This design comes from an exercise in tuning for small area on the open sky130 flow, not from production work.
In this exercise RTL edits were held to simulation tests only and were not proved equivalent to the original.
No activity file was given, so power comes from the tool's default toggle rates.

<file path="flow/design.v">
module Greedy_snake
(
	input Clk,
	input Rst_n,
	input Left,
	input Right,
	input Up,
	input Down,
	output VSYNC_Sig_out,
	output HSYNC_Sig_out,
	output [4:0] VGA_red_o,
	output [5:0] VGA_green_o,
	output [4:0] VGA_blue_o,
	output vga_blank,
	output vga_sync,
	output [7:0] Smg_duan,
	output [3:0] Smg_we
);
	reg [2:0] kc;
	reg [3:0] k2;
	reg       kany;
	reg [1:0] kidx;
	wire kc_s5 = kc[2] & ~kc[1];
	wire kc_s0 = ~kc[2] & ~kc[0];
	wire kc_s1 = ~kc[1] & kc[0];
	wire [3:0] kin = {Down, Up, Right, Left};
	wire [3:0] kfall = k2 & ~kin;
	always @(posedge Clk or negedge Rst_n)
		if (!Rst_n) begin
			kc <= 3'b000;
			k2 <= 4'd0;
			kany <= 1'b0;
			kidx <= 2'd0;
		end else begin
			kc <= {kc[1:0], ~kc[2]};
			if (kc_s5) begin
				k2 <= kin;
				kany <= |kfall;
				kidx <= kfall[0] ? 2'd0 : kfall[1] ? 2'd1 : kfall[2] ? 2'd2 : 2'd3;
			end
		end
	wire key_any = kany & kc_s0;
	reg [1:0] gs;
	wire st_play = gs[0];
	wire st_end = gs[1];
	reg hitw, hitb;
	always @(posedge Clk or negedge Rst_n)
		if (!Rst_n)
			gs <= 2'b00;
		else if (st_end) begin
			if (key_any) gs <= 2'b00;
		end else if (st_play) begin
			if (hitw | hitb) gs <= 2'b10;
		end else begin
			if (key_any) gs <= 2'b01;
		end
	reg [10:0] rnd;
	reg [4:0] ac;
	reg [5:0] ax;
	reg [4:0] ay;
	reg add;
	wire [5:0] hx;
	wire [4:0] hy;
	wire ac_end = ac[4] & ac[3] & ac[0];
	wire [5:0] rx = rnd[10:5];
	wire [4:0] ry = rnd[4:0];
	always @(posedge Clk or negedge Rst_n)
		if (!Rst_n)
			rnd <= 11'd0;
		else
			rnd <= rnd + 11'd921;
	always @(posedge Clk or negedge Rst_n)
		if (!Rst_n) begin
			ac <= 5'd0;
			ax <= 6'd28;
			ay <= 5'd13;
			add <= 1'b0;
		end else if (ac_end) begin
			ac <= 5'd0;
			if (ax == hx && ay == hy) begin
				add <= 1'b1;
				ax <= (rx > 6'd38) ? (rx - 6'd25) : ((rx == 6'd0) ? 6'd1 : rx);
				ay <= (ry > 5'd28) ? (ry - 5'd3) : ((ry == 5'd0) ? 5'd1 : ry);
			end else
				add <= 1'b0;
		end else
			ac <= ac + 5'd1;
	reg [10:0] sc;
	wire step = sc[10] & sc[7] & sc[6] & sc[5] & sc[1];    
	reg [1:0] dr;    
	reg [5:0] bx [0:15];
	reg [4:0] by [0:15];
	reg [3:0] lc;    
	reg eat_s;
	assign hx = bx[0];
	assign hy = by[0];
	wire [15:0] light;
	genvar gi;
	assign light[2:0] = 3'b111;
	generate
		for (gi = 3; gi < 16; gi = gi + 1) begin : g_light
			assign light[gi] = (lc >= gi - 2);
		end
	endgenerate
	always @(posedge Clk or negedge Rst_n)
		if (!Rst_n)
			sc <= 11'd0;
		else if (step)
			sc <= 11'd0;
		else
			sc <= sc + 11'd1;
	always @(posedge Clk or negedge Rst_n)
		if (!Rst_n)
			dr <= 2'b11;
		else if (kc_s1 & kany & (kidx[1] == dr[1]))
			dr <= {~kidx[1], kidx[0]};
	wire wallc = ((dr == 2'b00) && (hy == 5'd1)) |
	             ((dr == 2'b01) && (hy == 5'd28)) |
	             ((dr == 2'b10) && (hx == 6'd1)) |
	             ((dr == 2'b11) && (hx == 6'd38));
	reg bodyc;
	integer i;
	always @(*) begin
		bodyc = 1'b0;
		for (i = 1; i < 16; i = i + 1)
			if (bx[i] == hx && by[i] == hy && light[i]) bodyc = 1'b1;
	end
	always @(posedge Clk or negedge Rst_n)
		if (!Rst_n) begin
			bx[0] <= 6'd10; by[0] <= 5'd5;
			bx[1] <= 6'd9;  by[1] <= 5'd5;
			bx[2] <= 6'd8;  by[2] <= 5'd5;
			bx[3] <= 6'd9;  by[3] <= 5'd5;
			bx[4] <= 6'd10; by[4] <= 5'd5;
			for (i = 5; i < 16; i = i + 1) begin
				bx[i] <= 6'd0; by[i] <= 5'd0;
			end
			hitw <= 1'b0;
			hitb <= 1'b0;
		end else if (step) begin
			if (st_end) begin
				bx[0] <= 6'd10; by[0] <= 5'd5;
				bx[1] <= 6'd9;  by[1] <= 5'd5;
				bx[2] <= 6'd8;  by[2] <= 5'd5;
				for (i = 3; i < 16; i = i + 1) begin
					bx[i] <= 6'd0; by[i] <= 5'd0;
				end
				hitw <= 1'b0;
				hitb <= 1'b0;
			end else if (wallc)
				hitw <= 1'b1;
			else if (bodyc)
				hitb <= 1'b1;
			else begin
				for (i = 1; i < 16; i = i + 1) begin
					bx[i] <= bx[i-1]; by[i] <= by[i-1];
				end
				case (dr)
					2'b00: by[0] <= hy - 5'd1;
					2'b01: by[0] <= hy + 5'd1;
					2'b10: bx[0] <= hx - 6'd1;
					2'b11: bx[0] <= hx + 6'd1;
				endcase
			end
		end
	always @(posedge Clk or negedge Rst_n)
		if (!Rst_n) begin
			lc <= 4'd0;
			eat_s <= 1'b0;
		end else if (st_end) begin
			lc <= 4'd0;
			eat_s <= 1'b0;
		end else begin
			eat_s <= add;
			if (~eat_s & add & (lc != 4'd13))
				lc <= lc + 4'd1;
		end
	reg [9:0] px;
	reg [9:0] py;
	reg [2:0] rgb;
	wire px_end = (px == 10'd655);
	always @(posedge Clk or negedge Rst_n)
		if (!Rst_n) begin
			px <= 10'd655;
			py <= 10'd990;
		end else begin
			px <= px_end ? 10'd880 : px + 10'd1;
			if (py == 10'd488)
				py <= 10'd991;
			else if (px_end)
				py <= py + 10'd1;
		end
	wire p_hs = ~(px[9] & px[8] & ~(px[7] & px[6] & (px[5] | px[4])));
	wire p_vs = ~((py == 10'd991) | (py == 10'd992) | (py == 10'd488));
	wire inx = ~px[9] | (~px[8] & ~px[7]);
	wire iny = ~py[9] & ~(py[8] & py[7] & py[6] & py[5]);
	wire inr = inx & iny;
	wire [5:0] cx = px[9:4];
	wire [4:0] cy = py[8:4];
	wire [3:0] lox = px[3:0];
	wire [3:0] loy = py[3:0];
	wire wallp = (cx == 6'd0) | (cy == 5'd0) | (cx == 6'd39) | (cy == 5'd29);
	wire headp = (cx == hx) & (cy == hy);
	reg bodyp;
	always @(*) begin
		bodyp = 1'b0;
		for (i = 1; i < 16; i = i + 1)
			if (bx[i] == cx && by[i] == cy && light[(i == 7) ? 8 : i]) bodyp = 1'b1;
	end
	wire applep = (cx == ax) & (cy == ay);
	wire corner = ((lox == 4'd0) | (lox == 4'd15)) & ((loy == 4'd0) | (loy == 4'd15));
	reg [9:0] sh;
	reg [9:0] sv;
	wire first = sv[9] & sv[5];    
	wire sh_end = (sh == 10'd800);
	always @(posedge Clk or negedge Rst_n)
		if (!Rst_n) begin
			sh <= 10'd800;
			sv <= 10'd1023;
		end else begin
			sh <= sh_end ? 10'd0 : sh + 10'd1;
			if (sv == 10'd525)
				sv <= 10'd0;
			else if (sh_end)
				sv <= sv + 10'd1;
		end
	always @(posedge Clk or negedge Rst_n)
		if (!Rst_n)
			rgb <= 3'b000;
		else if (first)
			rgb <= 3'b100;
		else if (!inr)
			rgb <= 3'b000;
		else if (applep)
			rgb <= 3'b001;
		else if (wallp)
			rgb <= 3'b100;
		else if ((headp | bodyp) & ~corner)
			rgb <= headp ? 3'b011 : 3'b010;
		else
			rgb <= 3'b000;
	wire s_hs = ~first & (sh > 10'd96);
	wire s_vs = ~first & (sv > 10'd2);
	wire s_rdy = (sh > 10'd344) & (sh < 10'd600) & (sv > 10'd128) & (sv < 10'd382);
	assign HSYNC_Sig_out = st_play ? p_hs : s_hs;
	assign VSYNC_Sig_out = st_play ? p_vs : s_vs;
	wire r_o = st_play ? rgb[0] : (~st_end & s_rdy);
	wire g_o = st_play ? rgb[1] : (~st_end & s_rdy);
	wire b_o = st_play ? rgb[2] : (~st_end & s_rdy);
	assign VGA_red_o = {5{r_o}};
	assign VGA_green_o = {6{g_o}};
	assign VGA_blue_o = {5{b_o}};
	assign vga_blank = VSYNC_Sig_out & HSYNC_Sig_out;
	assign vga_sync = 1'b0;
	reg [4:0] sm;
	reg [15:0] pts;
	reg eat_m;
	reg [3:0] dig;
	wire started = ~(sm[4] & sm[3]);
	wire u0 = (sm == 5'd5) | (sm == 5'd31);
	wire u1 = (sm == 5'd10);
	wire u2 = (sm == 5'd15);
	wire u3 = (sm == 5'd20);
	always @(posedge Clk or negedge Rst_n)
		if (!Rst_n)
			sm <= 5'd26;
		else if (u3)
			sm <= 5'd0;
		else if (sm == 5'd31)
			sm <= 5'd6;
		else
			sm <= sm + 5'd1;
	always @(posedge Clk or negedge Rst_n)
		if (!Rst_n)
			dig <= 4'd0;
		else if (u0)
			dig <= pts[3:0];
		else if (u1)
			dig <= pts[7:4];
		else if (u2)
			dig <= pts[11:8];
		else if (u3 & (pts[15:12] <= 4'd9))
			dig <= pts[15:12];
	reg [7:0] seg;
	always @(*)
		case (dig)
			4'd0: seg = 8'b1100_0000;
			4'd1: seg = 8'b1111_1001;
			4'd2: seg = 8'b1010_0100;
			4'd3: seg = 8'b1011_0000;
			4'd4: seg = 8'b1001_1001;
			4'd5: seg = 8'b1001_0010;
			4'd6: seg = 8'b1000_0010;
			4'd7: seg = 8'b1111_1000;
			4'd8: seg = 8'b1000_0000;
			default: seg = 8'b1001_0000;
		endcase
	assign Smg_duan = started ? seg : 8'd0;
	reg [3:0] we;
	always @(*)
		if (!started) we = 4'b0000;
		else if (sm <= 5'd5) we = 4'b0111;
		else if (sm <= 5'd10) we = 4'b1110;
		else if (sm <= 5'd15) we = 4'b1101;
		else we = 4'b1011;
	assign Smg_we = we;
	always @(posedge Clk or negedge Rst_n)
		if (!Rst_n)
			eat_m <= 1'b0;
		else if (!st_end)
			eat_m <= add;
	always @(posedge Clk or negedge Rst_n)
		if (!Rst_n)
			pts <= 16'd0;
		else if (st_end)
			pts <= 16'd0;
		else if (~eat_m & add) begin
			if (pts[3:0] != 4'd9)
				pts[3:0] <= pts[3:0] + 4'd1;
			else begin
				pts[3:0] <= 4'd0;
				if (pts[7:4] != 4'd9)
					pts[7:4] <= pts[7:4] + 4'd1;
				else begin
					pts[7:4] <= 4'd0;
					if (pts[11:8] != 4'd9)
						pts[11:8] <= pts[11:8] + 4'd1;
					else begin
						pts[11:8] <= 4'd0;
						pts[15:12] <= pts[15:12] + 4'd1;
					end
				end
			end
		end
endmodule
</file>
<file path="flow/run.sh">
#!/bin/bash
# synth_recipe.tcl (not shown) runs the flow's synth.tcl, then flattens the netlist and writes it again
# the make line also repeats each setting of config.mk as NAME=value (left out here)
make -C /OpenROAD-flow-scripts/flow DESIGN_CONFIG=/design/flow/config.mk WORK_HOME=/design/flow/orfs CLKGATE_MAP_FILE= SYNTH_SCRIPT=/design/flow/synth_recipe.tcl finish
</file>
<file path="flow/config.mk">
export PLATFORM = sky130hd
export DESIGN_NAME = Greedy_snake
export DESIGN_NICKNAME = Greedy_snake
export VERILOG_FILES = /design/flow/design.v
export SDC_FILE = /design/flow/constraint.sdc
export NUM_CORES = 4
export LEC_CHECK = 0
export CAP_MARGIN = 20
export CORE_MARGIN = 2
export CORE_UTILIZATION = 40
export PLACE_DENSITY = 0.6
export SLEW_MARGIN = 20
</file>
<file path="flow/constraint.sdc">
create_clock -name core_clock -period 10.0 [get_ports {Clk}]
set_input_delay 2.0000 -clock core_clock [delete_from_list [all_inputs] [get_ports {Clk}]]
set_output_delay 2.0000 -clock core_clock [all_outputs]
set_load 0.01 [all_outputs]
</file>
==> results of run 1 <==
[metal layers]
layer  vias to the layer above  wire length (um)
met2                       355             21000
met4                         0              1610
met5                         -                 0
met3                       109              2410
li1                       6182                 -
met1                      6685             21900
[cells in the final DEF (no fill, tap or decap), drive strengths merged, types with 9 or more instances in the layout]
master / n
nor2b: 9
and3: 16
a31oi: 12
clkbuf: 47
a21oi: 46
a22o: 160
mux2: 9
mux2i: 19
nor2: 85
nor4: 58
dfstp: 57
nand3: 46
nor3: 43
dfrtp: 248
inv: 58
and2: 10
nand4: 63
clkdlybuf4s50: 35
ha: 49
nand2: 84
o21ai: 63
nand2b: 12
buf: 27
xor2: 181
xnor2: 242
[area by class of cell]
cell class	instances	area (um2)
clock inverter	17	290
tap	592	741
fill	4041	24500
clock buffer	47	973
sequential	305	7700
multi-input combinational	1287	9440
inverter	58	218
timing repair buffer	62	573
[metrics by stage]
| stage | total power (W) | hold WS, ns |
|---|---|---|
| CTS | 0.00275 | 0.389 |
| global route | 0.00281 | 0.415 |
| detailed placement | 0.00132 | 0.370 |
| floorplan | 0.00129 | 0.358 |
| global placement | 0.00132 | 0.366 |
| finish | 0.00272 | 0.392 |
[cells in the mapped netlist, drive strengths merged, types with 6 or more instances]
master	number	area, um2
clkbuf	45	169
xnor2	242	2120
nor4	58	363
nor2	85	319
mux2	9	101
ha	49	613
xor2	181	1590
buf	89	568
nand2b	12	75.1
nor2b	9	56.3
a31oi	12	75.1
nand3	46	230
and3	16	100
nand4	63	394
dfstp	57	1500
nor3	43	220
inv	58	218
mux2i	19	190
and2	10	62.6
o21ai	63	315
a21o	8	60.1
a22o	160	1400
o31ai	6	45.0
dfrtp	248	6210
nand2	84	315
a21oi	46	241
[sequential cells by signal, indices dropped and copies added (netlist names), 10 cells and up]
signal and count:
py 10, sh 10, px 10, pts 16, rnd 11, bx 96
sv 10, sc 11, by 80
[logic make-up (layout without fill, tap and decap cells)]
family	Yosys count	in the layout	share of synthesized area [%]
other	1	1	0.0207
AND/OR/NAND/NOR	457	457	13.2
buffers and inverters	192	184	5.28
multiplexers	28	28	1.61
flip-flops	305	305	42.6
adder cells (fa/ha/maj)	49	49	3.39
AO/OA/AOI/OAI	329	329	13.4
XOR/XNOR	423	423	20.5
[power by group through the flow]
stage | logic [W] | clock network (W) | registers (W)
final | 0.0000494 | 0.00142 | 0.00125
after global routing | 0.0000589 | 0.00151 | 0.00125
after CTS | 0.0000514 | 0.00146 | 0.00125
after detailed placement | 0.0000510 | 0 | 0.00127
after global placement | 0.0000502 | 0 | 0.00127
after floorplan | 0.0000238 | 0 | 0.00126
[final timing paths]
check                          from  cells past startpoint        end
max in group asynchronous     Rst_n                      2      sh[0]
min                           kc[1]                      0      kc[2]
min reg2reg                   kc[1]                      0      kc[2]
min in group asynchronous     Rst_n                      1    rnd[10]
max reg2reg                bx[0][1]                     11  by[12][1]
max                           py[5]                      7  vga_blank
==> run_results.csv, run 1 <==
group,metric,value,unit
run_status,status,"timing/DRC/antenna clean",
layout,stdcell_area,0.0199,mm2
die,die_w,217,um
critical_path,slowest_delay,0.51,ns
clock_network,cts_sinks,305,
pwr,power-per-cell-area,136,mW/mm2
clock_network,clockBufferDepth,3,
sta,min_period,5.00,ns
global_route,grt_use_met2,31.2,%
critical_path,cp_slowest_cell,"or3b_2",
layout,layout.cells.non_filler,2368,
global_route,gr-total-overflow,0,
sta,fin_ws,5.00,ns
sta,worstMarginPinSlew,1.08,ns
die,die_area,0.0469,mm2
place,portBuffers,36,
sta,period_share,50.0,%
die,coreArea,0.0444,mm2
critical_path,crit_fanout,25,
critical_path,r2r_slack,5.41,ns
critical_path,critical_path.cell_chain,"buf_4 > or3b_2 > nor3b_1 > a21o_1 > a31oi_1 > and2_1 > clkdlybuf4s50_1",
drt,wl,47000,um
pwr,vdd_drop_max,0.117,mV
place,placed_cells,2303,
global_route,grt_usage,20.3,%
clock_network,clkTransAtPathRegs,0.06,ns
sta,rsz0062_at_grt,"no",
pwr,netSwitchingFraction,21.0,%
clock_network,h-tree-depth,2,
critical_path,cp-start-kind,"register",
critical_path,endpoint_kind,"primary output",
critical_path,criticalPathCategory,"register to primary output",
sta,slew_viol_final,0,
global_route,grt_pass1_wl,76300,um
clock_network,cts_made_buffers,36,
sta,finClkSkew,0.0170,ns
layout,final_util,44.9,%
global_route,grt_start_max_net_pins,103,
critical_path,critPathBufInv,2,
die,initial_utilization,40.7,%
critical_path,critPathTopFamily,"simple AND/OR/NAND/NOR gates",
synthesis,synth_edf_count,0,
synthesis,ys_seq_elements,305,
clock_network,cts_resized,0,
clock_network,tritoncts,"built",
sta,setup_viol,0,
clock_network,clock_latency,0.53,ns
global_route,grt_pass1_vias,13200,
synthesis,ys_async_sr_fraction,100,%
pwr,clkPwrFrac,52.3,%
global_route,antenna_found_initial,0,
place,gp_congestion,0.844,
synthesis,yosysUniqueCellTypes,64,
pwr,switchingPower,0.000572,W
drt,drt-wirelength-per-cell,19.8,um
drt,first_iter_violations,1152,
place,place_hpwl,29500,um
pwr,pwr-share-comb,1.8,%
pwr,p_leak,8.92,nW
die,fp.dieH,217,um
pwr,seq_power_share,45.9,%
synthesis,seq_area_frac_synth,42.6,%
clock_network,root_buffer,"clkbuf_16",
drt,antenna_left,0,
drt,drc,0,
synthesis,synth_area_per_cell,10.1,um2
hold_path,hold_class,"register to register",
job,max_cap_violations,0,
sta,setup_tns,0,ns
pwr,cell_internal_pwr,0.00215,W
sta,max_freq,200,MHz
place,place_ws,5.38,ns
synthesis,syn_nets,1839,
sta,hold_viol,0,
synthesis,yosysWarnings,3,
layout,syn_to_final_growth,10.2,%
drt,vias,13300,
drt,dr.pass1.iters,5,
die,io_pins,38,
drt,viasPerCell,5.63,
die,placementRows,77,
clock_network,cts_setup_buffers,0,
place,dpl_cell_area,0.0187,mm2
global_route,grt_use_met1,28.7,%
layout,antennaDiodeCount,0,
critical_path,worst_ep_arrival_time,3.00,ns
synthesis,synth_area,0.0181,mm2
global_route,busiest_layer,"met2",
synthesis,synthCells,1784,
layout,drive_gt1_share,8.78,%
clock_network,hold_buffers,0,
synthesis,synth_ff_type,"dfrtp_1",
layout,nets,1805,
sta,slew_headroom,28.1,%
critical_path,worstPathRequired,8.00,ns
global_route,grt_util_met3,3.45,%
==> inputs of run 2 (changes only) <==
--- a/flow/design.v
+++ b/flow/design.v
@@ -61,4 +61,4 @@
 	reg add;
-	wire [5:0] hx;
-	wire [4:0] hy;
+	reg [5:0] hx;    
+	reg [4:0] hy;
 	wire ac_end = ac[4] & ac[3] & ac[0];
@@ -90,16 +90,8 @@
 	reg [1:0] dr;    
-	reg [5:0] bx [0:15];
-	reg [4:0] by [0:15];
+	reg [1:0] mv [0:14];
+	reg [3:0] vc;    
 	reg [3:0] lc;    
 	reg eat_s;
-	assign hx = bx[0];
-	assign hy = by[0];
-	wire [15:0] light;
-	genvar gi;
-	assign light[2:0] = 3'b111;
-	generate
-		for (gi = 3; gi < 16; gi = gi + 1) begin : g_light
-			assign light[gi] = (lc >= gi - 2);
-		end
-	endgenerate
+	reg [3:0] hidx;  
+	integer i;
 	always @(posedge Clk or negedge Rst_n)
@@ -120,8 +112,21 @@
 	             ((dr == 2'b11) && (hx == 6'd38));
-	reg bodyc;
-	integer i;
+	wire [4:0] lit_max = {1'b0, lc} + 5'd2;         
+	wire bodyc = (hidx != 4'd0) & ({1'b0, hidx} <= lit_max);
+	wire rstep = step & st_end;                       
+	wire mstep = step & ~st_end & ~wallc & ~bodyc;    
+	reg [5:0] hx_n;
+	reg [4:0] hy_n;
 	always @(*) begin
-		bodyc = 1'b0;
-		for (i = 1; i < 16; i = i + 1)
-			if (bx[i] == hx && by[i] == hy && light[i]) bodyc = 1'b1;
+		hx_n = hx;
+		hy_n = hy;
+		if (rstep) begin
+			hx_n = 6'd10;
+			hy_n = 5'd5;
+		end else if (mstep)
+			case (dr)
+				2'b00: hy_n = hy - 5'd1;
+				2'b01: hy_n = hy + 5'd1;
+				2'b10: hx_n = hx - 6'd1;
+				2'b11: hx_n = hx + 6'd1;
+			endcase
 	end
@@ -129,10 +134,29 @@
 		if (!Rst_n) begin
-			bx[0] <= 6'd10; by[0] <= 5'd5;
-			bx[1] <= 6'd9;  by[1] <= 5'd5;
-			bx[2] <= 6'd8;  by[2] <= 5'd5;
-			bx[3] <= 6'd9;  by[3] <= 5'd5;
-			bx[4] <= 6'd10; by[4] <= 5'd5;
-			for (i = 5; i < 16; i = i + 1) begin
-				bx[i] <= 6'd0; by[i] <= 5'd0;
-			end
+			hx <= 6'd10;
+			hy <= 5'd5;
+		end else begin
+			hx <= hx_n;
+			hy <= hy_n;
+		end
+	always @(posedge Clk or negedge Rst_n)
+		if (!Rst_n) begin
+			for (i = 0; i < 15; i = i + 1)
+				mv[i] <= 2'b11;
+		end else if (rstep) begin
+			mv[0] <= 2'b11;
+			mv[1] <= 2'b11;
+		end else if (mstep) begin
+			for (i = 1; i < 15; i = i + 1)
+				mv[i] <= mv[i-1];
+			mv[0] <= dr;
+		end
+	always @(posedge Clk or negedge Rst_n)
+		if (!Rst_n)
+			vc <= 4'd0;
+		else if (rstep)
+			vc <= 4'd0;
+		else if (mstep && vc != 4'd13)
+			vc <= vc + 4'd1;
+	always @(posedge Clk or negedge Rst_n)
+		if (!Rst_n) begin
 			hitw <= 1'b0;
@@ -141,8 +165,2 @@
 			if (st_end) begin
-				bx[0] <= 6'd10; by[0] <= 5'd5;
-				bx[1] <= 6'd9;  by[1] <= 5'd5;
-				bx[2] <= 6'd8;  by[2] <= 5'd5;
-				for (i = 3; i < 16; i = i + 1) begin
-					bx[i] <= 6'd0; by[i] <= 5'd0;
-				end
 				hitw <= 1'b0;
@@ -153,13 +171,2 @@
 				hitb <= 1'b1;
-			else begin
-				for (i = 1; i < 16; i = i + 1) begin
-					bx[i] <= bx[i-1]; by[i] <= by[i-1];
-				end
-				case (dr)
-					2'b00: by[0] <= hy - 5'd1;
-					2'b01: by[0] <= hy + 5'd1;
-					2'b10: bx[0] <= hx - 6'd1;
-					2'b11: bx[0] <= hx + 6'd1;
-				endcase
-			end
 		end
@@ -203,8 +210,75 @@
 	wire headp = (cx == hx) & (cy == hy);
-	reg bodyp;
-	always @(*) begin
-		bodyp = 1'b0;
-		for (i = 1; i < 16; i = i + 1)
-			if (bx[i] == cx && by[i] == cy && light[(i == 7) ? 8 : i]) bodyp = 1'b1;
-	end
+	wire [3:0] j = px[3:0];
+	wire j15 = &j;
+	wire dmode = (cx <= 6'd37);
+	wire [5:0] tx = dmode ? cx + 6'd1 : hx;
+	wire [4:0] ty = dmode ? cy : hy;
+	reg [5:0] wx;
+	reg [4:0] wy;
+	wire [1:0] mvj = mv[j];
+	wire cmpv = (wx == tx) & (wy == ty) & ({1'b0, j} <= {1'b0, vc} + 5'd2);
+	reg [3:0] nidx;    
+	reg n0;            
+	reg [3:0] midx;    
+	reg wclean;        
+	reg rb;            
+	wire [3:0] nshift = n0 ? 4'd1 : ((nidx != 4'd0) ? nidx + 4'd1 : 4'd0);
+	wire [3:0] nfin = (nidx != 4'd0) ? nidx : (cmpv ? 4'd15 : 4'd0);
+	always @(posedge Clk or negedge Rst_n)
+		if (!Rst_n) begin
+			wx <= 6'd0;
+			wy <= 5'd0;
+		end else if (j15) begin
+			wx <= hx_n;
+			wy <= hy_n;
+		end else if (!mstep)
+			case (mvj)
+				2'b00: wy <= wy + 5'd1;
+				2'b01: wy <= wy - 5'd1;
+				2'b10: wx <= wx + 6'd1;
+				2'b11: wx <= wx - 6'd1;
+			endcase
+	always @(posedge Clk or negedge Rst_n)
+		if (!Rst_n) begin
+			nidx <= 4'd0;
+			n0 <= 1'b0;
+		end else if (j15) begin
+			nidx <= 4'd0;
+			n0 <= 1'b0;
+		end else if (mstep) begin
+			nidx <= nshift;
+			n0 <= 1'b0;
+		end else if (j == 4'd0)
+			n0 <= cmpv;
+		else if (cmpv && nidx == 4'd0)
+			nidx <= j;
+	always @(posedge Clk or negedge Rst_n)
+		if (!Rst_n)
+			midx <= 4'd0;
+		else if (j15)
+			midx <= mstep ? nshift : nfin;
+		else if (mstep)
+			midx <= headp ? 4'd1 : ((midx != 4'd0 && midx != 4'd15) ? midx + 4'd1 : 4'd0);
+	always @(posedge Clk or negedge Rst_n)
+		if (!Rst_n)
+			hidx <= 4'd0;
+		else if (j15 & ~dmode & wclean & ~mstep & ~rstep)
+			hidx <= nfin;
+	always @(posedge Clk or negedge Rst_n)
+		if (!Rst_n) begin
+			wclean <= 1'b0;
+			rb <= 1'b1;
+		end else begin
+			if (j15)
+				wclean <= 1'b1;
+			else if (mstep | rstep)
+				wclean <= 1'b0;
+			if (rstep)
+				rb <= 1'b1;
+			else if (j15 & wclean & ~mstep)
+				rb <= 1'b0;
+		end
+	wire [4:0] lq = (midx == 4'd7) ? 5'd8 : {1'b0, midx};
+	wire bodyp = rb ? ((cy == 5'd5) & ((cx == 6'd8) | (cx == 6'd9)))
+	                : ((midx != 4'd0) & (lq <= lit_max));
 	wire applep = (cx == ax) & (cy == ay);
==> flow/flow/run.sh (new file) <==
#!/bin/bash
# Layout flow: the standard ORFS flow (standard.sh), with a clock tree
# of fewer, larger sink clusters and no dummy clock loads, and minimum-size
# port buffers.  The make output goes to flow_make.log; each ORFS step keeps
# its own log under orfs/logs/.
set -euo pipefail
bash standard.sh \
  "CTS_ARGS=-sink_clustering_enable -repair_clock_nets -dont_use_dummy_load -sink_clustering_size 30 -sink_clustering_max_diameter 150 -buf_list {sky130_fd_sc_hd__clkbuf_8}" \
  "BUFFER_PORTS_ARGS=-buffer_cell sky130_fd_sc_hd__buf_1" \
  finish > flow_make.log 2>&1
==> flow/standard.sh (new file) <==
#!/bin/bash
# synth_recipe.tcl (not shown) runs the flow's synth.tcl, then flattens the netlist and writes it again
# the make line also repeats each setting of config.mk as NAME=value (left out here)
make -C /OpenROAD-flow-scripts/flow DESIGN_CONFIG=/design/flow/config.mk WORK_HOME=/design/flow/orfs CLKGATE_MAP_FILE= SYNTH_SCRIPT=/design/flow/synth_recipe.tcl "${@:-finish}"
removed: flow/run.sh
==> run_results.csv, run 2 <==
group,metric,value,unit
critical_path,endpoint_kind,"primary output",
sta,hold_viol,0,
drt,antenna_left,0,
drt,first_iter_violations,506,
drt,dr.pass1.iters,4,
clock_network,cts_sinks,200,
sta,period_share,47.2,%
place,gp_congestion,0.814,
synthesis,synth_area,0.0123,mm2
synthesis,synth_top_cell_by_area,"dfrtp_1",
run_status,status,"timing/DRC/antenna clean",
layout,final_cell_mix,"nand2_1, dfrtp_1, nor2_1",
critical_path,criticalPathCategory,"register to primary output",
sta,min_period,4.72,ns
hold_path,min_from,"kc[1]",
synthesis,syn_nets,1450,
die,die_w,179,um
pwr,power-per-cell-area,98.7,mW/mm2
sta,max_freq,212,MHz
layout,nets,1421,
job,max_cap_violations,0,
clock_network,hold_buffers,0,
global_route,antenna_found_initial,0,
drt,viasPerCell,5.27,
layout,antennaDiodeCount,0,
synthesis,seq_area_frac_synth,41.4,%
synthesis,ys_seq_elements,200,
critical_path,worst_ep_arrival_time,2.72,ns
synthesis,synth_edf_count,0,
clock_network,clockBufferDepth,2,
die,fp.dieH,179,um
layout,largest_reg_flops,30,
synthesis,synth_top_area_share,25.8,%
die,die_area,0.0322,mm2
sta,fin_ws,5.28,ns
sta,slew_viol_final,0,
sta,rsz0062_at_grt,"no",
global_route,grt_pass1_vias,8892,
die,io_pins,38,
drt,wl,25700,um
clock_network,clkTransAtPathRegs,0.08,ns
drt,drt-wirelength-per-cell,14.8,um
sta,setup_viol,0,
global_route,grt_pass1_wl,43800,um
layout,top_regs,"mv (30), pts (16)",
hold_path,hold_class,"register to register",
sta,finClkSkew,0.0512,ns
clock_network,cts_resized,0,
clock_network,clock_latency,0.50,ns
sta,setup_tns,0,ns
global_route,gr-total-overflow,0,
clock_network,root_buffer,"clkbuf_8",
pwr,p_leak,5.69,nW
die,initial_utilization,40.4,%
synthesis,synthMostInstantiatedCell,"nand2_1",
synthesis,synth_area_per_cell,9.02,um2
synthesis,yosysWarnings,2,
place,place_hpwl,18200,um
pwr,vdd_drop_max,0.0859,mV
clock_network,tritoncts,"built",
die,coreArea,0.0304,mm2
drt,drc,0,
layout,syn_to_final_growth,4.16,%
drt,vias,9120,
die,placementRows,64,
layout,drive_gt1_share,9.67,%
critical_path,crit_start,"sv[6]",
synthesis,yosysUniqueCellTypes,79,
critical_path,crit_fanout,6,
synthesis,ys_async_sr_fraction,100,%
clock_network,h-tree-depth,4,
critical_path,worstPathRequired,8.00,ns
sta,worstMarginPinSlew,0.889,ns
place,place_ws,5.76,ns
synthesis,synthTopCellsByArea,"dfrtp_1, dfstp_2, ha_1",
layout,n_fill_cell,3057,
clock_network,cts_setup_buffers,0,
sta,slew_headroom,40.7,%
global_route,grt_usage,16.8,%
layout,final_util,42.1,%
layout,top_register,"mv",
synthesis,synth_commonest_cells,"nand2_1, dfrtp_1, nor2_1",
synthesis,synthCells,1365,
global_route,grt_start_max_net_pins,158,
clock_network,cts_made_buffers,17,
layout,layout_commonest_cell,"nand2_1",
critical_path,cp-start-kind,"register",
synthesis,synth_ff_type,"dfrtp_1",
critical_path,rr_startpoint,"px[0]",
place,portBuffers,36,
run 2: cell count changes in the layout (fill, tap and decap cells not counted), sizes merged, moves of 38 or more:
| cell | before | now |
|---|---|---|
| a22o | 160 | 2 |
| dfrtp | 248 | 127 |
| nand2 | 84 | 187 |
| nand4 | 63 | 25 |
| nor4 | 58 | 7 |
| xnor2 | 242 | 72 |
| xor2 | 181 | 63 |
run 2: logic make-up after synthesis:
family,Yosys count,synth area share [%]
simple gates,519,20.3
other cells,1,0.0305
fa+ha+maj,79,8.15
xor+xnor,135,9.61
flops,200,41.4
compound gates,237,12.0
mux,34,2.94
buf+inv,160,5.55
run 2: per-layer routing:
metal / global-route usage (%) / share of wire [%] / wire length, um
met1: 23.3 / 50 / 12800
met2: 27.7 / 46 / 11800
met3: 2.59 / 3.0 / 759
met4: 3.60 / 1.0 / 259
met5: 0 / 0 / 0
run 2: per-stage QoR:
stage | instances | total power (W) | instance area, um2 | hold slack [ns]
2_1_floorplan | 1365 | 0.000857 | 12300 | 0.358
3_3_place_gp | 1713 | 0.000880 | 12600 | 0.368
3_5_place_dp | 1713 | 0.000880 | 12600 | 0.375
4_1_cts | 1730 | 0.00128 | 12800 | 0.397
5_1_grt | 1730 | 0.00132 | 12800 | 0.409
6_report | 1730 | 0.00127 | 12800 | 0.393
run 2: cell type report:
| type | instances | area [um2] | share of cell area, % |
|---|---|---|---|
| multi-input combinational | 1005 | 6530 | 51.0 |
| sequential | 200 | 5100 | 39.8 |
| tap | 396 | 495 | 3.87 |
| inverter | 70 | 263 | 2.05 |
| clock buffer | 17 | 234 | 1.83 |
| timing repair buffer | 42 | 196 | 1.53 |
run 2: critical path, stage by stage (launching register included):
cell      delay [ns]
dfstp_2         0.38
or4_1           0.54
or4_1           0.42
or3_1           0.31
a21oi_1         0.16
a211oi_1        0.09
a21o_1          0.22
buf_1           0.14
run 2: report_power, final:
| group | internal [W] | switching (W) |
|---|---|---|
| registers | 0.000815 | 0.0000119 |
| clock network | 0.000151 | 0.000250 |
| logic | 0.0000125 | 0.0000244 |
| total | 0.000979 | 0.000287 |
run 2: path summary, 6_finish.rpt:
check	end	slack [ns]	cells after the start
max	VGA_green_o[3]	5.28	7
min	kc[2]	0.39	0
max reg2reg	wx[5]	5.98	17
min reg2reg	kc[2]	0.39	0
max in group asynchronous	wy[3]	7.14	2
min in group asynchronous	ac[3]	1.53	1
==> inputs of run 3 (changes only) <==
==> flow/run.sh (new file) <==
#!/bin/bash
# synth_recipe.tcl (not shown) runs the flow's synth.tcl, then flattens the netlist and writes it again
# the make line also repeats each setting of config.mk as NAME=value (left out here)
make -C /OpenROAD-flow-scripts/flow DESIGN_CONFIG=/design/flow/config.mk WORK_HOME=/design/flow/orfs CLKGATE_MAP_FILE= SYNTH_SCRIPT=/design/flow/synth_recipe.tcl finish
removed: flow/flow/run.sh
removed: flow/standard.sh
==> run_results.csv, run 3 <==
group,metric,value,unit
sta,setup_viol,0,
global_route,grt_start_max_net_pins,78,
clock_network,tritoncts,"built",
synthesis,ys_async_sr_fraction,100,%
global_route,antenna_found_initial,0,
synthesis,synth_area_per_cell,9.02,um2
synthesis,syn_nets,1450,
layout,drive_gt1_share,10.6,%
critical_path,critical_path.cell_chain,"or4_1 > or4_1 > or3_1 > a21oi_1 > a211oi_1 > a21o_1 > clkdlybuf4s50_1",
critical_path,reg2reg_depth,17,
job,max_cap_violations,0,
place,gp_congestion,0.850,
drt,first_iter_violations,603,
sta,max_freq,198,MHz
drt,wl,26400,um
synthesis,synth_top_cell_by_area,"dfrtp_1",
global_route,gr-total-overflow,0,
clock_network,cts_sinks,200,
synthesis,synthMostInstantiatedCell,"nand2_1",
die,initial_utilization,40.4,%
synthesis,yosysUniqueCellTypes,79,
die,placementRows,64,
global_route,grt_usage,17.0,%
layout,stdcell_area,0.0134,mm2
clock_network,clkTransAtPathRegs,0.08,ns
critical_path,cp_num_cells,7,
layout,largest_reg_flops,30,
critical_path,critPathBufInv,1,
sta,period_share,50.4,%
sta,slew_viol_final,0,
critical_path,critPathMostFrequentCell,"or4_1",
clock_network,cts_resized,0,
clock_network,root_buffer,"clkbuf_16",
place,dpl_cell_area,0.0128,mm2
synthesis,synth_area,0.0123,mm2
synthesis,synthCells,1365,
synthesis,seq_area_frac_synth,41.4,%
clock_network,cts_made_buffers,17,
global_route,grt_pass1_vias,8730,
hold_path,min_delay_path_depth,0,
layout,final_cell_mix,"nand2_1, dfrtp_1, nor2_1",
synthesis,synth_ff_type,"dfrtp_1",
global_route,grt_pass1_wl,44400,um
sta,slew_headroom,34.2,%
synthesis,synthTopCellsByArea,"dfrtp_1, dfstp_2, ha_1",
drt,vias,9224,
hold_path,hold_class,"register to register",
layout,n_fill_cell,2909,
sta,setup_tns,0,ns
synthesis,synth_top_area_share,25.8,%
synthesis,synth_commonest_cells,"nand2_1, dfrtp_1, nor2_1",
die,die_w,179,um
critical_path,critPathTopFamily,"simple AND/OR/NAND/NOR gates",
clock_network,clockBufferDepth,2,
die,io_pins,38,
clock_network,h-tree-depth,4,
drt,drc,0,
sta,rsz0062_at_grt,"no",
synthesis,ys_seq_elements,200,
sta,finClkSkew,0.0166,ns
pwr,p_leak,5.97,nW
drt,antenna_left,0,
critical_path,worst_ep_arrival_time,3.04,ns
die,fp.dieH,179,um
critical_path,endpoint_kind,"primary output",
run_status,status,"timing/DRC/antenna clean",
clock_network,cts_setup_buffers,0,
synthesis,synth_edf_count,0,
layout,antennaDiodeCount,0,
critical_path,cp-start-kind,"register",
layout,nets,1421,
critical_path,criticalPathCategory,"register to primary output",
layout,syn_to_final_growth,9.10,%
drt,dr.pass1.iters,5,
place,place_hpwl,18400,um
synthesis,yosysWarnings,2,
pwr,vdd_drop_max,0.119,mV
place,portBuffers,36,
layout,top_register,"mv",
die,coreArea,0.0304,mm2
critical_path,worstPathRequired,8.00,ns
layout,layout_commonest_cell,"nand2_1",
die,die_area,0.0322,mm2
sta,worstMarginPinSlew,0.987,ns
critical_path,cp_slowest_cell,"or4_1",
critical_path,crit_fanout,6,
drt,drt-wirelength-per-cell,15.1,um
drt,viasPerCell,5.29,
clock_network,hold_buffers,0,
clock_network,clock_latency,0.44,ns
layout,top_regs,"mv (30), pts (16)",
pwr,power-per-cell-area,120,mW/mm2
sta,hold_viol,0,
sta,min_period,5.04,ns
critical_path,slowest_delay,0.52,ns
[run 3: cells by family after synthesis]
group	after synthesis	synth area share, %
simple gates	519	20.3
buf+inv	160	5.55
compound gates	237	12.0
fa+ha+maj	79	8.15
other cells	1	0.0305
xor+xnor	135	9.61
mux	34	2.94
flops	200	41.4
[run 3: per-stage QoR]
| step | std cells | utilization, % | total power, W | hold slack [ns] | setup WS, ns |
|---|---|---|---|---|---|
| final | 1745 | 44.1 | 0.00160 | 0.392 | 4.96 |
| after CTS | 1745 | 44.1 | 0.00163 | 0.393 | 4.93 |
| after detailed placement | 1713 | 42.0 | 0.000882 | 0.375 | 5.42 |
| after global routing | 1745 | 44.1 | 0.00166 | 0.412 | 4.78 |
| after global placement | 1713 | 42.0 | 0.000881 | 0.370 | 5.41 |
| after floorplan | 1365 | - | 0.000857 | 0.358 | 5.85 |
[run 3: final cells by class]
class	count	area (um2)	share of cell area, %
Multi-Input combinational cell	1005	6530	48.7
Sequential cell	200	5100	38.0
Tap cell	396	495	3.69
Clock buffer	17	425	3.17
Timing Repair Buffer	42	409	3.05
Inverter	70	263	1.96
Clock inverter	15	204	1.52
[run 3: final timing paths]
path / from / to / slack [ns]
worst max-delay path: sv[4] / VGA_green_o[4] / 4.96
worst min-delay path: kc[1] / kc[2] / 0.39
worst max register to register: px[0] / wx[5] / 5.91
worst min register to register: kc[1] / kc[2] / 0.39
max in group asynchronous: Rst_n / n0 / 7.04
min in group asynchronous: Rst_n / rnd[2] / 1.54
[run 3: power by group]
group	internal, W	switching (W)	total (W)
sequential	0.000815	0.0000117	0.000827
combinational	0.0000134	0.0000256	0.0000391
clock	0.000385	0.000354	0.000739
[run 3: per-layer routing]
metal,GRT usage (%),vias up,part of all wire [%]
li1,-,4577,-
met1,23.7,4483,50
met2,27.4,144,46
met3,2.57,20,3.0
met4,4.67,0,1.3
met5,0,-,0
==> inputs of run 4 (changes only) <==
--- a/flow/config.mk
+++ b/flow/config.mk
@@ -7,2 +7,3 @@
 export LEC_CHECK = 0
+export ABC_AREA = 1
 export CAP_MARGIN = 20
==> run_results.csv, run 4 <==
group,metric,value,unit
critical_path,criticalPathCategory,"register to primary output",
sta,finClkSkew,0.0159,ns
synthesis,synth_top_cell_by_area,"dfrtp_1",
pwr,power-per-cell-area,112,mW/mm2
critical_path,crit_fanout,7,
die,initial_utilization,40.4,%
sta,period_share,45.6,%
sta,setup_viol,0,
synthesis,syn_nets,1730,
drt,dr.pass1.iters,7,
drt,antenna_left,0,
synthesis,ys_seq_elements,200,
place,gp_congestion,0.910,
die,coreArea,0.0314,mm2
critical_path,endpoint_kind,"primary output",
clock_network,clock_latency,0.44,ns
clock_network,cts_sinks,200,
layout,antennaDiodeCount,0,
die,io_pins,38,
synthesis,yosysUniqueCellTypes,60,
layout,final_util,44.2,%
run_status,status,"timing/DRC/antenna clean",
critical_path,endpoint,"vga_blank",
critical_path,cp-start-kind,"register",
drt,vias,10500,
synthesis,synth_edf_count,0,
place,place_hpwl,21500,um
layout,nets,1734,
synthesis,ys_async_sr_fraction,100,%
clock_network,cts_made_buffers,17,
critical_path,critPathMostFrequentCell,"nand2_1",
sta,max_freq,219,MHz
synthesis,synthTopCellsByArea,"dfrtp_1, dfstp_2, nand2_1",
layout,layout_commonest_cell,"nand2_1",
die,fp.dieH,182,um
pwr,vdd_drop_max,0.114,mV
layout,seq_area,0.00510,mm2
place,portBuffers,36,
synthesis,synth_area,0.0127,mm2
layout,multi_input_area,0.00633,mm2
synthesis,synthMostInstantiatedCell,"nand2_1",
layout,n_fill_cell,3085,
sta,min_period,4.56,ns
layout,top_regs,"mv (30), pts (16)",
global_route,grt_start_max_net_pins,129,
clock_network,clkTransAtPathRegs,0.08,ns
critical_path,cp_slowest_cell,"dfstp_2",
clock_network,h-tree-depth,4,
layout,final_cell_mix,"nand2_1, inv_1, nor2_1",
drt,wl,29500,um
global_route,grt_usage,18.2,%
layout,largest_reg_flops,30,
layout,top_register,"mv",
sta,slew_headroom,36.9,%
sta,slew_viol_final,0,
global_route,gr-total-overflow,0,
die,placementRows,65,
place,dpl_cell_area,0.0133,mm2
critical_path,rr_startpoint,"px[0]",
clock_network,cts_setup_buffers,0,
layout,stdcell_area,0.0139,mm2
critical_path,reg2reg_depth,19,
global_route,grt_pass1_vias,10000,
clock_network,root_buffer,"clkbuf_16",
sta,rsz0062_at_grt,"no",
critical_path,slowest_delay,0.61,ns
drt,drc,0,
synthesis,synthCells,1645,
clock_network,hold_buffers,0,
layout,drive_gt1_share,8.36,%
sta,worstMarginPinSlew,0.940,ns
die,die_w,182,um
critical_path,worst_ep_arrival_time,2.56,ns
critical_path,crit_start,"py[7]",
drt,drt-wirelength-per-cell,14.3,um
synthesis,synth_top_area_share,25.0,%
layout,syn_to_final_growth,9.49,%
global_route,grt_pass1_wl,49100,um
drt,first_iter_violations,750,
critical_path,critical_path.cell_chain,"nand2_1 > nor2_1 > nand2_1 > nor4_1 > inv_1 > nand3_1 > a21oi_1 > clkdlybuf4s50_1",
drt,viasPerCell,5.11,
pwr,p_leak,6.56,nW
job,max_cap_violations,0,
synthesis,synth_commonest_cells,"nand2_1, inv_1, nor2_1",
global_route,antenna_found_initial,0,
synthesis,yosysWarnings,2,
sta,hold_viol,0,
synthesis,synth_ff_type,"dfrtp_1",
die,die_area,0.0332,mm2
sta,setup_tns,0,ns
hold_path,hold_class,"register to register",
synthesis,synth_area_per_cell,7.71,um2
clock_network,clockBufferDepth,2,
critical_path,r2r_slack,6.21,ns
synthesis,seq_area_frac_synth,40.2,%
clock_network,tritoncts,"built",
critical_path,r2r-end,"wx[5]",
clock_network,cts_resized,0,
critical_path,worstPathRequired,8.00,ns
==> run 4: logic make-up (layout without fill, tap and decap cells) <==
group	count (synthesis)	count (layout)	share of synthesized area, %
simple gates	705	705	24.5
fa+ha+maj	79	79	7.91
buf+inv	309	326	10.0
flops	200	200	40.2
xor+xnor	74	74	5.11
other cells	1	1	0.0296
compound gates	277	277	12.3
==> run 4: how the worst min path moves through the flow <==
| stage | start | end | cells after the start |
|---|---|---|---|
| finish | kc[0] | kc[1] | 0 |
| global route | kc[0] | kc[1] | 0 |
| CTS | kc[0] | kc[1] | 0 |
| detailed placement | kc[0] | kc[1] | 0 |
| global placement | kc[0] | kc[1] | 0 |
| floorplan | kc[0] | kc[1] | 0 |
==> run 4: where the power goes <==
part | internal (W) | total, W | switching [W] | leakage (nW)
Combinational | 0.0000103 | 0.0000415 | 0.0000313 | 3.90
Sequential | 0.000814 | 0.000817 | 0.00000264 | 2.37
Clock | 0.000357 | 0.000703 | 0.000347 | 0.287
Total | 0.00118 | 0.00156 | 0.000380 | 6.56
==> run 4: per-layer routing <==
metal  up-vias  routed length (um)  track usage, %
li1       5358                   -               -
met1      4940               13800            23.5
met4         0                 594            5.94
met5         -                   0               0
met3        42                 975            2.57
met2       205               14100            31.6
==> run 4: final cells by class <==
| cell class | instances | share of cell area, % |
|---|---|---|
| Clock inverter | 14 | 1.16 |
| Sequential cell | 200 | 36.7 |
| Timing Repair Buffer | 41 | 3.04 |
| Tap cell | 402 | 3.62 |
| Clock buffer | 18 | 3.09 |
| Multi-Input combinational cell | 1136 | 45.6 |
| Inverter | 253 | 6.84 |
==> run 4: worst max-delay path: cells and delay by family, from the launching register on <==
family	cells	cell delay, ns
and+or+nand+nor	5	0.74
DFF	1	0.61
buffers and inverters	2	0.68
AOI/OAI and AO/OA	1	0.08
==> run 4: stage by stage <==
step	setup WS, ns	hold WS (ns)	instances	power (W)
2_1_floorplan	6.46	0.375	1645	0.000849
3_3_place_gp	6.00	0.380	2031	0.000873
3_5_place_dp	5.94	0.388	2031	0.000873
4_1_cts	5.45	0.406	2063	0.00159
5_1_grt	5.26	0.415	2064	0.00163
6_report	5.44	0.408	2064	0.00156
==> inputs of run 5 (changes only) <==
--- a/flow/design.v
+++ b/flow/design.v
@@ -32,3 +32,2 @@
 			kany <= 1'b0;
-			kidx <= 2'd0;
 		end else begin
@@ -38,5 +37,7 @@
 				kany <= |kfall;
-				kidx <= kfall[0] ? 2'd0 : kfall[1] ? 2'd1 : kfall[2] ? 2'd2 : 2'd3;
 			end
 		end
+	always @(posedge Clk)
+		if (kc_s5)
+			kidx <= kfall[0] ? 2'd0 : kfall[1] ? 2'd1 : kfall[2] ? 2'd2 : 2'd3;
 	wire key_any = kany & kc_s0;
@@ -142,4 +143,4 @@
 		if (!Rst_n) begin
-			for (i = 0; i < 15; i = i + 1)
-				mv[i] <= 2'b11;
+			mv[0] <= 2'b11;
+			mv[1] <= 2'b11;
 		end else if (rstep) begin
@@ -148,6 +149,9 @@
 		end else if (mstep) begin
-			for (i = 1; i < 15; i = i + 1)
-				mv[i] <= mv[i-1];
+			mv[1] <= mv[0];
 			mv[0] <= dr;
 		end
+	always @(posedge Clk)
+		if (mstep)
+			for (i = 2; i < 15; i = i + 1)
+				mv[i] <= mv[i-1];
 	always @(posedge Clk or negedge Rst_n)
@@ -226,7 +230,4 @@
 	wire [3:0] nfin = (nidx != 4'd0) ? nidx : (cmpv ? 4'd15 : 4'd0);
-	always @(posedge Clk or negedge Rst_n)
-		if (!Rst_n) begin
-			wx <= 6'd0;
-			wy <= 5'd0;
-		end else if (j15) begin
+	always @(posedge Clk)
+		if (j15) begin
 			wx <= hx_n;
@@ -240,7 +241,4 @@
 			endcase
-	always @(posedge Clk or negedge Rst_n)
-		if (!Rst_n) begin
-			nidx <= 4'd0;
-			n0 <= 1'b0;
-		end else if (j15) begin
+	always @(posedge Clk)
+		if (j15) begin
 			nidx <= 4'd0;
@@ -254,6 +252,4 @@
 			nidx <= j;
-	always @(posedge Clk or negedge Rst_n)
-		if (!Rst_n)
-			midx <= 4'd0;
-		else if (j15)
+	always @(posedge Clk)
+		if (j15)
 			midx <= mstep ? nshift : nfin;
@@ -261,6 +257,4 @@
 			midx <= headp ? 4'd1 : ((midx != 4'd0 && midx != 4'd15) ? midx + 4'd1 : 4'd0);
-	always @(posedge Clk or negedge Rst_n)
-		if (!Rst_n)
-			hidx <= 4'd0;
-		else if (j15 & ~dmode & wclean & ~mstep & ~rstep)
+	always @(posedge Clk)
+		if (j15 & ~dmode & wclean & ~mstep & ~rstep)
 			hidx <= nfin;
@@ -300,8 +294,4 @@
 		end
-	always @(posedge Clk or negedge Rst_n)
-		if (!Rst_n)
-			rgb <= 3'b000;
-		else if (first)
-			rgb <= 3'b100;
-		else if (!inr)
+	always @(posedge Clk)
+		if (!inr)
 			rgb <= 3'b000;
@@ -346,6 +336,4 @@
 			sm <= sm + 5'd1;
-	always @(posedge Clk or negedge Rst_n)
-		if (!Rst_n)
-			dig <= 4'd0;
-		else if (u0)
+	always @(posedge Clk)
+		if (u0)
 			dig <= pts[3:0];
==> flow/flow/run.sh (new file) <==
#!/bin/bash
# Layout flow: the standard ORFS flow (standard.sh), with a clock tree
# built from small clock buffers and no dummy clock loads, and minimum-size
# port buffers.  The make output goes to flow_make.log; each ORFS step keeps
# its own log under orfs/logs/.
set -euo pipefail
bash standard.sh \
  "CTS_ARGS=-sink_clustering_enable -repair_clock_nets -dont_use_dummy_load -buf_list {sky130_fd_sc_hd__clkbuf_2 sky130_fd_sc_hd__clkbuf_4 sky130_fd_sc_hd__clkbuf_8}" \
  "BUFFER_PORTS_ARGS=-buffer_cell sky130_fd_sc_hd__buf_1" \
  finish > flow_make.log 2>&1
==> flow/standard.sh (new file) <==
#!/bin/bash
# synth_recipe.tcl (not shown) runs the flow's synth.tcl, then flattens the netlist and writes it again
# the make line also repeats each setting of config.mk as NAME=value (left out here)
make -C /OpenROAD-flow-scripts/flow DESIGN_CONFIG=/design/flow/config.mk WORK_HOME=/design/flow/orfs CLKGATE_MAP_FILE= SYNTH_SCRIPT=/design/flow/synth_recipe.tcl "${@:-finish}"
removed: flow/run.sh
==> run_results.csv, run 5 <==
group,metric,value,unit
sta,hold_viol,0,
die,die_area,0.0338,mm2
synthesis,synth_commonest_cells,"nand2_1, inv_1, nor2_1",
clock_network,h-tree-depth,2,
synthesis,synth_area,0.0130,mm2
critical_path,crit_start,"px[4]",
synthesis,yosys.area_share.simple,25.3,%
pwr,cell_internal_pwr,0.00122,W
synthesis,synth_top_area_share,18.2,%
layout,drive_gt1_share,9.54,%
synthesis,syn_nets,1693,
synthesis,synthTopCellsByArea,"dfrtp_1, edfxtp_1, dfstp_2",
global_route,grt_usage,18.1,%
place,portBuffers,36,
synthesis,yosysWarnings,2,
layout,top_register,"mv",
synthesis,synth_edf_count,51,
sta,fin_ws,5.59,ns
global_route,grt_pass1_wl,49800,um
clock_network,tritoncts,"built",
synthesis,synthAdderAreaFrac,7.75,%
sta,finClkSkew,0.0352,ns
pwr,total_power,0.00158,W
layout,syn_to_final_growth,6.80,%
critical_path,rr_startpoint,"px[0]",
die,fp.dieH,184,um
critical_path,worst_ep_arrival_time,2.41,ns
layout,layout_commonest_cell,"nand2_1",
critical_path,cp-start-kind,"register",
synthesis,ys_seq_elements,207,
global_route,gr-total-overflow,0,
sta,setup_viol,0,
global_route,grt_start_max_net_pins,61,
clock_network,cts_sinks,207,
drt,dr.pass1.iters,5,
synthesis,ys_async_sr_fraction,68.1,%
layout,antennaDiodeCount,0,
global_route,grt_pass1_vias,10100,
critical_path,endpoint_kind,"primary output",
synthesis,synth-xor-area-share,4.12,%
run_status,status,"timing/DRC/antenna clean",
pwr,power-per-cell-area,114,mW/mm2
sta,rsz0062_at_grt,"no",
synthesis,yosysUniqueCellTypes,65,
hold_path,hold_class,"register to register",
synthesis,synth_ff_type,"dfrtp_1",
critical_path,r2r_slack,6.23,ns
critical_path,worstPathRequired,8.00,ns
place,gp_congestion,0.875,
drt,viasPerCell,5.08,
critical_path,crit_fanout,9,
clock_network,hold_buffers,0,
drt,vias,10400,
drt,first_iter_violations,641,
synthesis,synth_area_per_cell,8.06,um2
sta,slew_viol_final,0,
die,initial_utilization,40.8,%
pwr,netSwitchingFraction,22.5,%
drt,wl,29700,um
synthesis,synthCells,1608,
pwr,pwr-share-comb,1.6,%
pwr,switchingPower,0.000354,W
clock_network,cts_setup_buffers,0,
critical_path,criticalPathCategory,"register to primary output",
critical_path,reg2reg_depth,22,
critical_path,endpoint,"vga_blank",
layout,largest_reg_flops,30,
synthesis,synthMostInstantiatedCell,"nand2_1",
clock_network,root_buffer,"clkbuf_8",
sta,worstMarginPinSlew,0.975,ns
synthesis,seq_area_frac_synth,41.8,%
die,io_pins,38,
layout,nets,1723,
sta,setup_tns,0,ns
clock_network,cts_resized,0,
synthesis,synth_mux_area_share,0.155,%
layout,final_cell_mix,"nand2_1, inv_1, nor2_1",
pwr,seq_power_share,55.1,%
drt,drc,0,
job,max_cap_violations,0,
die,placementRows,65,
clock_network,cts_made_buffers,40,
sta,min_period,4.41,ns
layout,top_regs,"mv (30), pts (16)",
drt,drt-wirelength-per-cell,14.6,um
clock_network,clock_latency,0.54,ns
place,place_hpwl,21400,um
global_route,antenna_found_initial,0,
synthesis,synth_top_family_by_area,"simple AND/OR/NAND/NOR gates",
clock_network,clockBufferDepth,3,
critical_path,r2r-end,"wx[5]",
sta,max_freq,227,MHz
die,die_w,184,um
drt,antenna_left,0,
clock_network,clkTransAtPathRegs,0.06,ns
sta,period_share,44.1,%
place,place_ws,6.15,ns
pwr,clkPwrFrac,43.3,%
synthesis,synth_compound_area_share,10.8,%
die,coreArea,0.0317,mm2
sta,slew_headroom,34.4,%
synthesis,synth_top_cell_by_area,"dfrtp_1",
pwr,p_leak,6.30,nW
pwr,vdd_drop_max,0.0719,mV
==> run 5: per-stage QoR <==
| stage | util (%) | hold slack [ns] | area (um2) | instances |
|---|---|---|---|---|
| 2_1_floorplan | - | 0.375 | 13000 | 1608 |
| 3_5_place_dp | 41.9 | 0.388 | 13300 | 1998 |
| 4_1_cts | 43.6 | 0.400 | 13800 | 2038 |
| 5_1_grt | 43.6 | 0.426 | 13800 | 2038 |
| 3_3_place_gp | 41.9 | 0.382 | 13300 | 1998 |
| 6_report | 43.6 | 0.395 | 13800 | 2038 |
==> run 5: kinds of logic after synthesis <==
family,Yosys count
buf+inv,304
compound gates,240
other cells,1
xor+xnor,61
flops,207
mux,2
simple gates,714
fa+ha+maj,79
==> run 5: final cells by class <==
type | count | area (um2)
sequential | 207 | 5420
fill | 3157 | 17900
multi-input combinational | 1097 | 6240
timing repair buffer | 41 | 176
tap | 402 | 503
clock buffer | 40 | 551
inverter | 251 | 942
==> run 5: how the worst min path moves through the flow <==
stage	end	depth (start not counted)	start	slack (ns)
floorplan	kc[1]	0	kc[0]	0.38
global placement	kc[1]	0	kc[0]	0.38
detailed placement	kc[1]	0	kc[0]	0.39
CTS	kc[1]	0	kc[0]	0.40
global route	kc[1]	0	kc[0]	0.43
finish	kc[1]	0	kc[0]	0.39
==> run 5: worst max-delay path, stage by stage, from the launching register on <==
cell      delay [ns]
dfrtp_1         0.47
inv_1           0.21
ha_1            0.26
inv_1           0.11
a211oi_1        0.45
o21a_1          0.20
a21oi_1         0.05
buf_1           0.15
==> run 5: power by group through the flow <==
stage               clock network [W]  registers, W   logic [W]
floorplan                           0      0.000882  0.00000976
global placement                    0      0.000884   0.0000259
detailed placement                  0      0.000884   0.0000263
CTS                          0.000709      0.000869   0.0000263
global route                 0.000738      0.000869   0.0000294
finish                       0.000682      0.000870   0.0000252
==> run 5: metal layers <==
| layer | part of all wire, % | global-route usage [%] | routed length (um) | vias to the layer above |
|---|---|---|---|---|
| li1 | - | - | - | 5281 |
| met1 | 47 | 24.2 | 13900 | 4782 |
| met2 | 45 | 29.7 | 13500 | 232 |
| met3 | 5.0 | 2.95 | 1480 | 66 |
| met4 | 3.0 | 6.40 | 878 | 0 |
| met5 | 0 | 0 | 0 | - |
==> inputs of run 6 (changes only) <==
==> flow/flow/run.sh (replaced) <==
#!/bin/bash
# Layout flow: the standard ORFS flow (standard.sh) with three changes:
#  - synthesis: the standard synthesis script, but the combinational logic
#    is mapped with an area-oriented ABC script (abc_mine.script, no delay
#    target) and without the full-adder extraction; the registers are the
#    standard synthesis's (same passes up to flip-flop mapping);
#  - clock tree: fewer, larger sink clusters of clkbuf_8 and no dummy loads;
#  - port buffers: minimum-size buffers.
# The make output goes to flow_make.log; each ORFS step keeps its own log
# under orfs/logs/.
set -euo pipefail
W=$PWD
export MY_ABC_SCRIPT=$W/flow/abc_mine.script
bash standard.sh \
  "SYNTH_SCRIPT=$W/flow/synth_recipe_area.tcl" \
  "ADDER_MAP_FILE=" \
  "CTS_ARGS=-sink_clustering_enable -repair_clock_nets -dont_use_dummy_load -sink_clustering_size 24 -sink_clustering_max_diameter 100 -buf_list {sky130_fd_sc_hd__clkbuf_16}" \
  "BUFFER_PORTS_ARGS=-buffer_cell sky130_fd_sc_hd__buf_1" \
  finish > flow_make.log 2>&1
==> flow/flow/abc_mine.script (new file) <==
strash
&get -n
&fraig -x
&put
scorr
dc2
dretime
strash
&get -n
&dch -f
&nf
&put
==> flow/flow/synth_recipe_area.tcl (new file) <==
proc synth {args} { yosys synth -nofsm -noshare {*}$args }
# Map the combinational logic with an area-oriented ABC script (no delay
# target); the registers are the standard synthesis's.
proc abc {args} {
  set i [lsearch -exact $args -script]
  if {$i >= 0} { set args [lreplace $args $i [expr {$i + 1}] -script $::env(MY_ABC_SCRIPT)] }
  set i [lsearch -exact $args -D]
  if {$i >= 0} { set args [lreplace $args $i [expr {$i + 1}]] }
  yosys abc {*}$args
}
source $::env(SCRIPTS_DIR)/synth.tcl
# left out here: clear keep_hierarchy, flatten, clean up, hide names made inside functions, write 1_2_yosys.v
--- a/flow/config.mk
+++ b/flow/config.mk
@@ -7,3 +7,2 @@
 export LEC_CHECK = 0
-export ABC_AREA = 1
 export CAP_MARGIN = 20
==> run_results.csv, run 6 <==
group,metric,value,unit
run_status,status,"timing/DRC/antenna clean",
pwr,power-per-cell-area,120,mW/mm2
sta,setup_viol,0,
layout,largest_reg_flops,30,
clock_network,clock_latency,0.48,ns
layout,top_regs,"mv (30), pts (16)",
drt,vias,8084,
pwr,total_power,0.00137,W
place,gp_congestion,0.849,
pwr,netSwitchingFraction,20.8,%
die,placementRows,59,
pwr,clkPwrFrac,35.1,%
pwr,seq_power_share,63.2,%
job,max_cap_violations,0,
layout,drive_gt1_share,6.27,%
place,place_hpwl,16000,um
layout,syn_to_final_growth,7.58,%
synthesis,syn_nets,1082,
die,die_w,167,um
drt,met2_length,10300,um
die,fp.dieH,167,um
clock_network,cts_sinks,207,
synthesis,ys_seq_elements,207,
sta,setup_tns,0,ns
synthesis,ys_async_sr_fraction,68.1,%
clock_network,hold_buffers,0,
critical_path,worstPathRequired,8.00,ns
sta,slew_viol_final,0,
critical_path,crit_fanout,7,
synthesis,synthMostInstantiatedCell,"nor2_1",
die,die_area,0.0278,mm2
sta,period_share,45.0,%
critical_path,cp-start-kind,"register",
synthesis,synth_area_per_cell,9.85,um2
synthesis,synth_commonest_cells,"nor2_1, dfrtp_1, a21oi_1",
pwr,switchingPower,0.000286,W
layout,antennaDiodeCount,0,
die,io_pins,38,
sta,min_period,4.50,ns
global_route,gr-total-overflow,0,
place,portBuffers,36,
sta,hold_viol,0,
sta,finClkSkew,0.0346,ns
drt,viasPerCell,5.57,
synthesis,yosysWarnings,2,
drt,wl,22800,um
drt,drt-wirelength-per-cell,15.7,um
sta,max_freq,222,MHz
layout,top_register,"mv",
hold_path,hold_class,"register to register",
drt,wl_met3,857,um
global_route,grt_pass1_vias,7407,
sta,slew_headroom,33.8,%
global_route,grt_start_max_net_pins,74,
pwr,cell_internal_pwr,0.00109,W
sta,worstMarginPinSlew,0.984,ns
drt,wl_met1,11200,um
pwr,p_leak,4.22,nW
drt,top_layer,"met4",
pwr,pwr-share-comb,1.7,%
layout,layout_commonest_cell,"nor2_1",
layout,nets,1124,
drt,antenna_left,0,
synthesis,synth_ff_type,"dfrtp_1",
synthesis,synth_area,0.0106,mm2
critical_path,endpoint_kind,"primary output",
drt,dr.pass1.iters,5,
synthesis,synthCells,1076,
global_route,grt_pass1_wl,38100,um
synthesis,synth_top_cell_by_area,"dfrtp_1",
clock_network,tritoncts,"built",
clock_network,clockBufferDepth,3,
synthesis,synthTopCellsByArea,"dfrtp_1, edfxtp_1, dfstp_2",
layout,final_cell_mix,"nor2_1, dfrtp_1, a21oi_1",
synthesis,synth_edf_count,51,
die,coreArea,0.0261,mm2
global_route,grt_usage,16.3,%
drt,first_iter_violations,614,
clock_network,cts_setup_buffers,0,
critical_path,criticalPathCategory,"register to primary output",
die,initial_utilization,40.7,%
clock_network,root_buffer,"clkbuf_16",
pwr,vdd_drop_max,0.0761,mV
clock_network,h-tree-depth,1,
sta,rsz0062_at_grt,"no",
critical_path,worst_ep_arrival_time,2.50,ns
clock_network,cts_made_buffers,12,
global_route,antenna_found_initial,0,
synthesis,synth_top_area_share,22.2,%
clock_network,cts_resized,0,
clock_network,clkTransAtPathRegs,0.09,ns
synthesis,yosysUniqueCellTypes,61,
synthesis,seq_area_frac_synth,51.1,%
drt,drc,0,
-- run 6: changes by cell type in the layout (fill, tap and decap cells not counted), moves of 40 or more --
cell	previous run	this run
nand3_1	118	48
xnor2_1	12	65
nand2_1	314	91
o21ai_0	96	53
nor2_1	156	111
inv_1	242	0
ha_1	77	0
clkbuf_8	40	0
-- run 6: final timing paths --
check,startpoint,to,slack (ns),depth (start not counted)
setup / recovery,py[6],vga_blank,5.50,6
hold / removal,kc[1],kc[2],0.41,0
setup reg to reg,px[1],wy[4],6.20,12
hold reg to reg,kc[1],kc[2],0.41,0
max in group asynchronous,Rst_n,rnd[8],6.80,3
min in group asynchronous,Rst_n,sm[2],1.39,1
-- run 6: worst max-delay path, cell delays in order (launching register included) --
cell and delay, ns:
dfstp_2 0.62, and2_0 0.27, nand3b_1 0.15, or3_1 0.45, a32o_1 0.29, and2_0 0.13, buf_1 0.12
-- run 6: layout make-up --
cell class | count | area [um2]
Multi-Input combinational cell | 831 | 4980
Timing Repair Buffer | 45 | 206
Fill cell | 2486 | 14700
Inverter | 21 | 78.8
Clock buffer | 12 | 300
Tap cell | 335 | 419
Sequential cell | 207 | 5420
-- run 6: metal layers --
metal,vias to the layer above,track usage (%)
met2,169,26.4
met4,0,4.09
met3,30,1.85
li1,4002,-
met1,3883,23.3
met5,-,0
-- run 6: through the flow --
step | instances | setup slack (ns) | utilization (%) | hold slack, ns | area, um2
5_1_grt | 1451 | 5.33 | 43.8 | 0.432 | 11400
6_report | 1451 | 5.50 | 43.8 | 0.410 | 11400
3_5_place_dp | 1439 | 6.01 | 42.6 | 0.393 | 11100
4_1_cts | 1451 | 5.47 | 43.7 | 0.417 | 11400
2_1_floorplan | 1076 | 5.93 | - | 0.367 | 10600
3_3_place_gp | 1439 | 6.05 | 42.6 | 0.382 | 11100
-- run 6: cells by family after synthesis --
kind of cell	after synthesis	share of synthesized area, %
xor+xnor	100	8.26
mux	22	2.20
compound gates	243	14.0
flops	207	51.1
simple gates	461	22.0
fa+ha+maj	4	0.378
buf+inv	38	1.95
other cells	1	0.0354
-- run 6: power by group through the flow --
| stage | registers, W | clock network (W) | logic (W) |
|---|---|---|---|
| finish | 0.000868 | 0.000482 | 0.0000227 |
| detailed placement | 0.000884 | 0 | 0.0000237 |
| CTS | 0.000868 | 0.000506 | 0.0000238 |
| global placement | 0.000884 | 0 | 0.0000236 |
| global route | 0.000868 | 0.000535 | 0.0000271 |
| floorplan | 0.000883 | 0 | 0.00000899 |

[what the ideal ports hide]
No port has a modelled driver above. Below, the same layouts with a new extraction and two added sets of constraints.
Step 1: set_driving_cell puts a clkbuf_16 on Clk and a buf_2 on each other input, an assumption about the parent block.
Step 2 moves the port delays by t, midway between the first and last clock arrival at a register: inputs arrive t later, outputs are due t later. That takes back most of the time a late clock gives input paths.
Slacks: no drivers / after step 1 / after step 2; pairs: no drivers / after step 1.
| run | t (ns) | slack for setup (ns) | latest minus earliest clock arrival (ns) | worst register clock-pin slew, ns | worst slew at a driven data input, ns |
|---|---|---|---|---|---|
| run 1 | 0.573 | 5.001 / 4.947 / 5.410 | 0.017 / 0.017 | 0.06 / 0.06 | 0.05 |
| run 2 | 0.514 | 5.278 / 5.233 / 5.748 | 0.052 / 0.051 | 0.12 / 0.12 | 0.03 |
| run 3 | 0.483 | 4.958 / 4.910 / 5.394 | 0.017 / 0.017 | 0.09 / 0.09 | 0.03 |
| run 4 | 0.488 | 5.442 / 5.391 / 5.879 | 0.016 / 0.016 | 0.09 / 0.09 | 0.05 |
| run 5 | 0.567 | 5.585 / 5.539 / 6.105 | 0.038 / 0.037 | 0.06 / 0.06 | 0.03 |
| run 6 | 0.506 | 5.501 / 5.456 / 5.961 | 0.035 / 0.035 | 0.10 / 0.10 | 0.03 |
After both steps setup and hold are still met in every run listed.
